This is an optimization exercise on Yosys and OpenROAD, whose aim is small area and a short achievable clock period, not a production implementation.
In this exercise RTL edits were held to simulation tests only and were not proved equivalent to the original.

Design axis_cordic, start of the top module:
module axis_cordic #
(
  parameter FREQ_WIDTH = 32,
  parameter IN_WIDTH   = 18,  
  parameter EXTRA_BITS = 5   
)
(
  input wire aresetn,
  input wire aclk,
  input signed [FREQ_WIDTH-1:0] frequency,
  input signed [IN_WIDTH-1:0] in_data,
  output wire [47:0] m_axis_tdata,
  output wire m_axis_tvalid
);
reg [31:0] freq_r;           
reg [31:0] phase;            
reg        rst_d;            
reg [17:0] d_r;              
reg [4:0]  cnt;              
reg        live;             
wire       keep = aresetn & live;    
wire [31:0] phase_sum;
cordic_add #(.W(32), .ARCH(0)) acc (.a(phase), .b(freq_r), .ci(1'b0), .s(phase_sum), .co());
always @(posedge aclk)
begin
  freq_r <= frequency;
  rst_d  <= !aresetn;
  d_r    <= in_data;
  phase  <= rst_d ? 32'd0 : phase_sum;
  cnt    <= !aresetn ? 5'd0 : (cnt == 5'd21 ? cnt : cnt + 5'd1);
  live   <= aresetn & (cnt >= 5'd19);
end
wire [2:0] q_nx = rst_d ? 3'd0 : phase_sum[31:29];
reg ax_neg, ay_neg, big_x;
always @(posedge aclk)
begin
  ...
==> flow/config.mk <==
export PLATFORM = sky130hd
export DESIGN_NAME = axis_cordic
export DESIGN_NICKNAME = axis_cordic
export VERILOG_FILES = /design/flow/design.v
export SDC_FILE = /design/flow/constraint.sdc
export NUM_CORES = 4
export LEC_CHECK = 0
export CAP_MARGIN = 20
export CORE_MARGIN = 2
export CORE_UTILIZATION = 60
export CTS_BUF_LIST = sky130_fd_sc_hd__clkbuf_8
export CTS_CLUSTER_DIAMETER = 100
export CTS_CLUSTER_SIZE = 12
export PLACE_DENSITY = 0.75
export SETUP_SLACK_MARGIN = 2.5
export SLEW_MARGIN = 20
==> flow/constraint.sdc <==
create_clock -name core_clock -period 5.0 [get_ports {aclk}]
set_input_delay 1.0000 -clock core_clock [delete_from_list [all_inputs] [get_ports {aclk}]]
set_output_delay 1.0000 -clock core_clock [all_outputs]
set_load 0.01 [all_outputs]
standard.sh (not shown) runs the stock make flow with config.mk's settings and CLKGATE_MAP_FILE= SYNTH_SCRIPT=/design/flow/synth_recipe.tcl, a recipe that flattens the netlist after the stock synthesis.
==> flow/flow/run.sh <==
#!/bin/bash
# Own layout flow: the standard layout (standard.sh), with the synthesis step
# run by flow/synth.tcl (see there). Each tool's output goes to a log file here.
set -euo pipefail
here=$(pwd)
export FLOW_ABC_SCRIPT=$here/flow/abc.script
# standard.sh with the synthesis script swapped
sed "s#SYNTH_SCRIPT=[^ ]*#SYNTH_SCRIPT=$here/flow/synth.tcl#" standard.sh > own_standard.sh
grep -q "SYNTH_SCRIPT=$here/flow/synth.tcl" own_standard.sh
bash own_standard.sh finish > flow_make.log 2>&1
test -s out/final.def
==> flow/flow/abc.script <==
strash
dch
map
topo
buffer -c
upsize -c
dnsize -c
==> flow/flow/synth.tcl <==
proc synth {args} { yosys synth -nofsm -noshare {*}$args }
# The standard synthesis (synth_recipe.tcl) with two changes to the combinational
# mapping only: no full/half-adder extraction, and flow/abc.script as the ABC
# script. Registers, their names and cell types are the standard synthesis's.
set ::env(ADDER_MAP_FILE) ""
trace add variable ::abc_args write {apply {{n1 n2 op} {
  set i [lsearch $::abc_args -script]
  if {$i >= 0} { lset ::abc_args [expr {$i + 1}] $::env(FLOW_ABC_SCRIPT) }
}}}
source $::env(SCRIPTS_DIR)/synth.tcl
# left out here: clear keep_hierarchy, flatten, clean up, hide names made inside functions, write 1_2_yosys.v
Rerun with:
Settings changed: CORE_UTILIZATION 60 to 40, CTS_BUF_LIST sky130_fd_sc_hd__clkbuf_8 to not set, CTS_CLUSTER_DIAMETER 100 to not set, CTS_CLUSTER_SIZE 12 to not set, PLACE_DENSITY 0.75 to not set.
Effect: Hold slack degrades by 0.0033 ns; synthesized cell count is unchanged; die area rises by 49%; global-route usage fell by 12 points; critical path depth decreases by 1; clock skew came out lower by 0.011 ns; maximum frequency rose by 0.89%; final area goes up by 5.1%.
Rerun with:
Settings changed: CTS_BUF_LIST set to sky130_fd_sc_hd__clkbuf_8, CTS_CLUSTER_DIAMETER set to 100, CTS_CLUSTER_SIZE set to 12.
The changed run produced a clean layout.
Clock skew climbs by 0.026 ns.
First-iteration DRC count went up by 2.9%.
Non-clock buffer count drops by 5.
Routed wire length barely changes.
Maximum frequency came out higher by 2.4%.
Synthesized area stays the same.

==> static timing again, ports no longer ideal <==
No port has a modelled driver above. Below, the same layouts with a new extraction and two added sets of constraints. Step 1 assumes that a clkbuf_16 drives the clock port and a buf_2 every other input. Step 2 moves the port delays by t, midway between the first and last clock arrival at a register: inputs arrive t later, outputs are due t later. That takes back most of the time a late clock gives input paths. Slacks: ideal / step 1 / step 2; pairs: ideal / step 1.
run	shift t [ns]	slack for setup (ns)	worst hold slack (ns)	worst setup path after step 2	slew at the worst register clock pin (ns)
the first run	0.946	2.506 / 2.492 / 2.051	0.325 / 0.325 / 0.325	input to register	0.11 / 0.11
the second run	0.865	2.528 / 2.520 / 2.198	0.322 / 0.322 / 0.322	input to register	0.07 / 0.07
the third run	1.004	2.587 / 2.515 / 2.196	0.321 / 0.321 / 0.321	input to register	0.10 / 0.10
After both steps every run listed still meets setup and hold. For the first run, which loses most, drivers alone change the setup slack by -0.014 ns; drivers and shift together by -0.455 ns.
